Context: an optimization exercise on an open-source flow, tuned for small area and a short achievable clock period. The choices shown serve that exercise and are no tape-out recipe. Only simulation tests tie the RTL to the original design; equivalence was not proved. Power is estimated from default activity; no workload was simulated.

==> flow/design.v <==
`timescale 1ns / 1ps
module core(
    input clk, rst_ni,
    input [31:0] instr,
    input [31:0] data_in,
    output [31:0] out_FU_me,
    output mw_o,
    output [31:0] pc_o, write_data_M
    );
    integer i;
    reg [31:0] pc_q, instr_id, pc_id;
    wire stall;
    wire pcsel;
    reg [31:0] target_ex;
    wire [31:0] pc_inc = pc_q + 32'd1;
    always @(posedge clk) begin
        if (~rst_ni) begin
            pc_q <= 0;
            instr_id <= 0;
        end else if (~stall) begin
            pc_q <= pcsel ? target_ex : pc_inc;
            instr_id <= instr;
        end
    end
    always @(posedge clk) if (~stall) pc_id <= pc_q;
    assign pc_o = pc_q;
    wire [6:0] opc = instr_id[6:0];
    wire [2:0] f3  = instr_id[14:12];
    wire [4:0] rs1 = instr_id[19:15];
    wire [4:0] rs2 = instr_id[24:20];
    wire [4:0] rd  = instr_id[11:7];
    wire o_lui   = opc == 7'b0110111;
    wire o_auipc = opc == 7'b0010111;
    wire o_jal   = opc == 7'b1101111;
    wire o_jalr  = opc == 7'b1100111;
    wire o_br    = opc == 7'b1100011;
    wire o_ld    = opc == 7'b0000011;
    wire o_st    = opc == 7'b0100011;
    wire o_opi   = opc == 7'b0010011;
    wire o_op    = opc == 7'b0110011;
    wire o_alu   = o_opi | o_op;
    wire d_mb  = o_lui | o_auipc | o_ld | o_st | o_opi;
    wire d_md  = o_lui | o_ld;
    wire d_we  = o_lui | o_auipc | o_jal | o_jalr | o_ld | o_opi | o_op;
    wire d_pcw = o_lui | o_jal | o_jalr;
    wire d_pcs = o_lui | o_auipc;
    wire d_s2  = (o_alu & instr_id[30]) | o_br;
    wire [2:0] d_f3 = o_alu ? f3 : 3'b000;
    reg [31:0] imm;
    always @(*) begin
        imm = 0;
        if (o_lui | o_auipc) imm = {instr_id[31:12], 12'b0};
        if (o_jal)  imm = {{12{instr_id[31]}}, instr_id[19:12], instr_id[20], instr_id[30:21], 1'b0};
        if (o_jalr | o_ld | o_opi) imm = {20'b0, instr_id[31:20]};
        if (o_br)   imm = {19'b0, instr_id[31], instr_id[7], instr_id[30:25], instr_id[11:8], 1'b0};
        if (o_st)   imm = {20'b0, instr_id[31:25], instr_id[11:7]};
    end
    reg [31:0] A_op, B_fwd, imm_ex, link_ex;
    reg [2:0] f3_ex, bf3_ex;
    reg s2_ex, mb_ex, bc_ex, jb_ex, we_ex, md_ex, pcw_ex, mw_ex;
    reg [4:0] rd_ex;
    reg [31:0] fu_me, wd_me, link_me, wb;
    reg mw_me, we_me, md_me, pcw_me, we_wb;
    reg [4:0] rd_me, rd_wb;
    assign out_FU_me = fu_me;
    assign write_data_M = wd_me;
    assign mw_o = mw_me;
    reg [31:0] rf [1:31];
    reg [31:1] valid;
    wire [31:0] oh1 = 32'd1 << rs1;
    wire [31:0] oh2 = 32'd1 << rs2;
    wire [31:0] ohw = 32'd1 << rd_wb;
    wire [31:1] sel1 = valid & oh1[31:1];
    wire [31:1] sel2 = valid & oh2[31:1];
    wire [31:1] wsel = {31{we_wb}} & ohw[31:1];
    wire [31:1] wseln = ~wsel;
    wire [31:0] rdA, rdB;
    wire [31:0] rf_nxt [1:31];
    genvar gr, gb;
    generate for (gb = 0; gb < 32; gb = gb + 1) begin : g_bit
        wire [31:1] q;
        for (gr = 1; gr < 32; gr = gr + 1) begin : g_reg
            assign q[gr] = rf[gr][gb];
            rf_ao22 u_hold(.a1(wsel[gr]), .a2(wb[gb]), .b1(wseln[gr]), .b2(rf[gr][gb]), .y(rf_nxt[gr][gb]));
        end
        rf_rdbit u_ra(.s(sel1), .q(q), .y(rdA[gb]));
        rf_rdbit u_rb(.s(sel2), .q(q), .y(rdB[gb]));
    end endgenerate
    always @(posedge clk)
        for (i = 1; i < 32; i = i + 1) rf[i] <= rf_nxt[i];
    always @(posedge clk or negedge rst_ni) begin
        if (~rst_ni) valid <= 0;
        else valid <= valid | wsel;
    end
    wire [31:0] B = mb_ex ? imm_ex : B_fwd;
    wire [31:0] Bx = B ^ {32{s2_ex}};
    wire [32:0] sum33 = {1'b0, A_op} + {1'b0, Bx} + {32'b0, s2_ex};
    wire [31:0] sum = sum33[31:0];
    wire c28 = sum[28] ^ A_op[28] ^ Bx[28];
    wire c31 = sum[31] ^ A_op[31] ^ Bx[31];
    wire fV = sum33[32] ^ c31;
    wire fZ = ~|sum;
    wire fN = sum[31];
    wire slt  = (A_op[31] != B[31]) ? A_op[31] : fN;
    wire [31:0] sltu = (A_op[31] != B[31]) ? {31'h7fffffff, ~A_op[31]} : {31'b0, ~c28};
    wire sh_left = ~f3_ex[2];
    wire fill = f3_ex[2] & s2_ex & A_op[31];
    reg [31:0] a_rev, r_rev;
    wire [31:0] sh_in = sh_left ? a_rev : A_op;
    wire [32:0] sh_t = $signed({fill, sh_in}) >>> B[4:0];
    wire [31:0] sh_r = (|B[31:5]) ? {32{fill}} : sh_t[31:0];
    always @(*) for (i = 0; i < 32; i = i + 1) begin
        a_rev[i] = A_op[31-i];
        r_rev[i] = sh_r[31-i];
    end
    wire [31:0] shres = sh_left ? r_rev : sh_r;
    reg [31:0] fu;
    always @(*) begin
        case (f3_ex)
            3'b000: fu = sum;
            3'b010: fu = {31'b0, slt};
            3'b011: fu = sltu;
            3'b100: fu = A_op ^ B;
            3'b110: fu = A_op | B;
            3'b111: fu = A_op & B;
            default: fu = shres;
        endcase
    end
    reg cond;
    always @(*) begin
        case (bf3_ex)
            3'b000: cond = fZ;
            3'b001: cond = ~fZ;
            3'b100: cond = fN ^ fV;
            3'b101: cond = ~(fN ^ fV);
            3'b110: cond = ~c28;
            3'b111: cond = c28;
            default: cond = 1'b0;
        endcase
    end
    assign pcsel = jb_ex | (bc_ex & cond);
    assign stall = md_ex & ((rd_ex == rs1) | (rd_ex == rs2));
    wire [31:0] wbval = pcw_me ? (md_me ? imm_ex : link_me) : (md_me ? data_in : fu_me);
    wire fA_m = we_ex & (rd_ex == rs1) & (|rs1);
    wire fA_w = we_me & (rd_me == rs1) & (|rs1);
    wire fB_m = we_ex & (rd_ex == rs2) & (|rs2);
    wire fB_w = we_me & (rd_me == rs2) & (|rs2);
    wire [31:0] a_next = d_pcs ? pc_q : fA_m ? fu : fA_w ? wbval : rdA;
    wire [31:0] b_next = fB_m ? fu : fB_w ? wbval : rdB;
    always @(posedge clk) begin
        if (~rst_ni) begin
            A_op <= 0; B_fwd <= 0;
            f3_ex <= 0; s2_ex <= 0; mb_ex <= 0;
            bc_ex <= 0; jb_ex <= 0; we_ex <= 0; md_ex <= 0; pcw_ex <= 0; mw_ex <= 0;
        end else begin
            A_op <= a_next; B_fwd <= b_next;
            f3_ex <= d_f3; s2_ex <= d_s2; mb_ex <= d_mb;
            bc_ex <= o_br; jb_ex <= o_jal | o_jalr; we_ex <= d_we; md_ex <= d_md;
            pcw_ex <= d_pcw; mw_ex <= o_st;
        end
    end
    always @(posedge clk) begin
        imm_ex <= imm;
        link_ex <= pc_inc;
        target_ex <= pc_id + (imm >> 2);
        bf3_ex <= f3;
        rd_ex <= rd;
    end
    always @(posedge clk) begin
        if (~rst_ni) begin
            fu_me <= 0; wd_me <= 0; mw_me <= 0; we_me <= 0; we_wb <= 0;
        end else begin
            fu_me <= fu; wd_me <= B_fwd; mw_me <= mw_ex; we_me <= we_ex; we_wb <= we_me;
        end
    end
    always @(posedge clk) begin
        md_me <= md_ex; pcw_me <= pcw_ex; rd_me <= rd_ex; link_me <= link_ex;
        wb <= wbval; rd_wb <= rd_me;
    end
endmodule
module rf_aoi222(input a1, a2, b1, b2, c1, c2, output y);
    assign y = ~((a1 & a2) | (b1 & b2) | (c1 & c2));
endmodule
module rf_nand2(input a, b, output y);
    assign y = ~(a & b);
endmodule
module rf_ao22(input a1, a2, b1, b2, output y);
    assign y = (a1 & a2) | (b1 & b2);
endmodule
module rf_rdbit(input [31:1] s, input [31:1] q, output y);
    wire [10:0] g;
    genvar k;
    generate for (k = 0; k < 10; k = k + 1) begin : g3
        rf_aoi222 u(.a1(s[3*k+1]), .a2(q[3*k+1]), .b1(s[3*k+2]), .b2(q[3*k+2]),
                    .c1(s[3*k+3]), .c2(q[3*k+3]), .y(g[k]));
    end endgenerate
    rf_nand2 u10(.a(s[31]), .b(q[31]), .y(g[10]));
    assign y = ~&g;
endmodule
==> flow/run.sh <==
#!/bin/bash
# synth_recipe.tcl (not shown) runs the flow's synth.tcl, then flattens the netlist and writes it again
# the make line also repeats each setting of config.mk as NAME=value (left out here)
make -C /OpenROAD-flow-scripts/flow DESIGN_CONFIG=/design/flow/config.mk WORK_HOME=/design/flow/orfs CLKGATE_MAP_FILE= SYNTH_SCRIPT=/design/flow/synth_recipe.tcl finish
==> flow/config.mk <==
export PLATFORM = sky130hd
export DESIGN_NAME = core
export DESIGN_NICKNAME = core
export VERILOG_FILES = /design/flow/design.v
export SDC_FILE = /design/flow/constraint.sdc
export NUM_CORES = 4
export LEC_CHECK = 0
export CAP_MARGIN = 20
export CORE_MARGIN = 2
export CORE_UTILIZATION = 30
export PLACE_DENSITY = 0.5
export SLEW_MARGIN = 20
export SYNTH_HIERARCHICAL = 1
==> flow/constraint.sdc <==
create_clock -name core_clock -period 22.0 [get_ports {clk}]
set_input_delay 4.4000 -clock core_clock [delete_from_list [all_inputs] [get_ports {clk}]]
set_output_delay 4.4000 -clock core_clock [all_outputs]
set_load 0.01 [all_outputs]
==> run notes <==
==> placed cells by master, fill, tap and decap left out, types with 46 or more instances in the layout <==
| master | count |
|---|---|
| mux2i_1 | 159 |
| nor2_1 | 217 |
| inv_1 | 113 |
| and3_1 | 46 |
| nand4_1 | 141 |
| clkbuf_16 | 161 |
| a222oi_1 | 641 |
| o21ai_0 | 89 |
| xnor2_1 | 105 |
| a21oi_1 | 213 |
| clkdlybuf4s50_1 | 161 |
| a22o_1 | 1005 |
| mux4_2 | 63 |
| and2_1 | 87 |
| nand3_1 | 111 |
| ha_1 | 128 |
| buf_4 | 196 |
| or3_1 | 73 |
| dfxtp_1 | 1373 |
| nand2_1 | 365 |
==> per-stage QoR <==
stage	power (W)	util [%]	hold slack (ns)	std cells	setup slack [ns]
floorplan	0.002727	-	0.3096	5748	15.99
global placement	0.002772	33.11	0.3116	8627	14.73
detailed placement	0.002772	33.11	0.3121	8627	14.55
CTS	0.005491	35.73	0.3182	8914	14.54
global route	0.005601	35.74	0.3289	8915	14.10
finish	0.005470	35.75	0.3033	8923	14.38
==> per-module statistics from Yosys, one instance, submodules excluded <==
module,cells,cell area (um^2),flops+latches,copies in the design
rf_aoi222,1,10.01,0,640
rf_ao22,1,8.758,0,992
core,3796,44870,1441,1
rf_nand2,1,3.754,0,64
rf_rdbit,4,23.77,0,64
==> registers in the layout (all words and copies together) (netlist names), 5 cells and up <==
signal	count
rd_me	5
fu_me	32
wb	32
instr_id	32
target_ex	32
link_me	32
rd_ex	5
imm_ex	32
pc_q	32
rf	992
link_ex	32
rd_wb	5
B_fwd	32
valid	31
A_op	32
pc_id	32
wd_me	32
==> routing by layer <==
layer,GRT usage [%],part of all wire (%),vias up
met1,37.46,40,29120
met4,16.12,6.6,8
li1,-,-,24590
met5,0,0.019,-
met2,40.70,41,4137
met3,7.058,12,773
==> kinds of logic after synthesis <==
logic type	after synthesis	synth area share, %
compound gates	2231	30.56
xor+xnor	137	1.944
fa+ha+maj	130	2.660
buf+inv	288	1.792
flops	1441	47.51
mux	245	5.309
simple gates	1276	10.23
==> layout make-up <==
type	count	area, um^2	area share, %
multi-input cells	4019	31500	43.08
flip-flops and latches	1441	29330	40.11
clock buffers	245	4755	6.501
well taps	2688	3363	4.599
repair buffers	357	3083	4.216
clock inverters	42	614.3	0.8400
inverters	122	460.4	0.6296
diodes	9	22.52	0.03080
==> power by group <==
part / internal (W) / switching, W / total [W]
clock: 0.00158 / 0.00117 / 0.00275
sequential: 0.00263 / 0.0000135 / 0.00264
combinational: 0.0000272 / 0.0000474 / 0.0000746
total: 0.00424 / 0.00123 / 0.00547
==> worst reg2reg max path: cells and delay by family, from the launching register on <==
family / cells / cell delay, ns
compound gates: 10 / 2.88
xor+xnor: 1 / 0.16
fa+ha+maj: 1 / 0.40
buf+inv: 4 / 1.83
flops: 1 / 0.31
mux: 2 / 1.21
simple gates: 3 / 0.72
==> worst paths after layout <==
path | start | endpoint | slack [ns] | depth (start not counted)
max reg2reg | mb_ex | pc_q[25] | 14.38 | 21
min reg2reg | link_ex[2] | link_me[2] | 0.30 | 0
max | mb_ex | pc_q[25] | 14.38 | 21
min | link_ex[2] | link_me[2] | 0.30 | 0
min in group asynchronous | rst_ni | valid[2] | 3.61 | 1
max in group asynchronous | rst_ni | valid[15] | 17.92 | 1
==> impl_results.md <==
* Status: no timing/DRC/antenna violations
* Crit path cell chain: buf_4, mux2i_4, inv_2, mux2_2, fa_1, a21o_1, a22o_1, o2111ai_1, a21oi_1, o41ai_1, xnor2_1, nor4_1, and4b_1, nand4_1, o31a_1, o31a_1, a221oi_4, buf_4, o21ai_1, buf_4, o22ai_1
* Mean area per synthesized cell at 10.74 um^2
* # resized after CTS at 0
* TritonCTS Buffers at 155
* Die height at 457.6 um
* Fin area at 0.07313 mm^2
* CP endpoint kind: flop
* Syn Inst Count at 5,748
* First-pass GRT wire length at 424.5 mm
* Wire length per cell at 34.46 um
* Number of hold violations in the final report at 0
* Peak VDD IR at 74.46 uV
* Number of global-route vias before repair at 54.48k
* Crit-path max cell delay at 0.77 ns
* Port Buffer Count at 162
* Max-slew violations at 0
* Synth Net Count at 5,944
* Buf+Inv Stages, Crit Path at 4
* GRT Resource Usage Total at 28.00%
* Post-synthesis sequential element count at 1,441
* Fillers at 20.15k
* Final nets at 6,292
* Final WL at 307.5 mm
* Most common cell in the synthesized netlist: dfxtp_1
* Power Density at 74.79 mW/mm^2
* Routability Congestion at 0.9773
* Top area cells in the synthesized netlist: dfxtp_1, a22o_1, a222oi_1
* Clk buf depth at 3
* Crit Path Max Fanout at 36
* Final Critical Period at 7.623 ns
* Total of max-cap violations at 0
* Cell area after synthesis at 0.06172 mm^2
* Worst clock skew at 0.05785 ns
* Initial antenna violation count at 26
* Slew Limit Headroom at 23.23%
* Detailed Route Iter0 Violations at 10.56k
* RSZ-0062 raised after global routing: false
* Clock root buffer master: clkbuf_16
* Io pins at 163
* CP Data Arrival Time at 8.35 ns
* Vias per cell at 6.571
* CP delay by family, top: compound AO/OA/AOI/OAI gates
* Clk sink count at 1,441
* FMAX at 0.1312 GHz
* Largest area contributor in the netlist: dfxtp_1
* Yosys warns at 9
* Startpoint Class: flop
* DRT Pass-1 Iters at 11
* Initial core utilization at 30.17%
* Share of the synthesized area in the top cell type at 44.69%
* Top post-synthesis cells by count: dfxtp_1, a22o_1, a222oi_1
* Slowest cell on the critical path: mux2i_4
* CTS hold repair buffers at 0
* CP required at 22.73 ns
* Dpl cell area at 0.06774 mm^2
* DIE WIDTH at 457.6 um
* Most used flip-flop cell after synthesis: dfxtp_1
* Final Setup Violations at 0
* Largest net degree at the start of global routing at 77
* Setup TNS at 0 ns
* Clock Pin Slew Worst Setup and Hold Paths at 0.06 ns
* Fin crit share at 34.65%
* Critical path's most frequent cell: buf_4
* Worst hold-check path type: reg2reg
* Synth unique cells at 82
* Post-synth EDFFs at 32
* Via count at 58.63k
* Leakage Power at 28.34 nW
* Core area at 0.2046 mm^2
* FFs w/ async S/R, synth at 2.151%
* DRC at 0
* Layout cells sized above 1 at 10.07%
* Layout area overhead at 18.49%
* Crit path kind: reg2reg
* Post-route ant nets at 0
* Die area at 0.2094 mm^2
* Post-CTS Setup Inserts at 0
* Worst-Skew Late Latency at 0.86 ns
* CTS tree: yes
* HPWL after DPL at 194.8 mm
* Row cnt at 166
* Worst Max-Slew Pin Slew at 1.149 ns
* Post-synthesis sequential area ratio at 47.51%
* Total gr overflow at 0
* Htree depth at 4

==> re-timing with driven ports <==
No port has a modelled driver above. Below, the same layout with a new extraction and two added sets of constraints. Step 1 sets driving cells, clkbuf_16 on the clock port and buf_2 on the other inputs (assumed; they add their load-dependent delay and slew). Step 2 moves the port delays by t, midway between the first and last clock arrival at a register: inputs arrive t later, outputs are due t later. That takes back most of the time a late clock gives input paths. a / b / c = ideal / step 1 / step 2; a / b = the first two.
shift t [ns]: 0.921
slack for setup (ns): 14.377 / 14.377 / 14.377
hold slack, ns: 0.303 / 0.303 / 0.303
worst setup path after step 2: register to register
latest minus earliest clock arrival (ns): 0.059 / 0.059
After both steps setup and hold are still met in this run. The setup slack of this run moves by 0.000 ns with the drivers and by 0.000 ns with both steps.
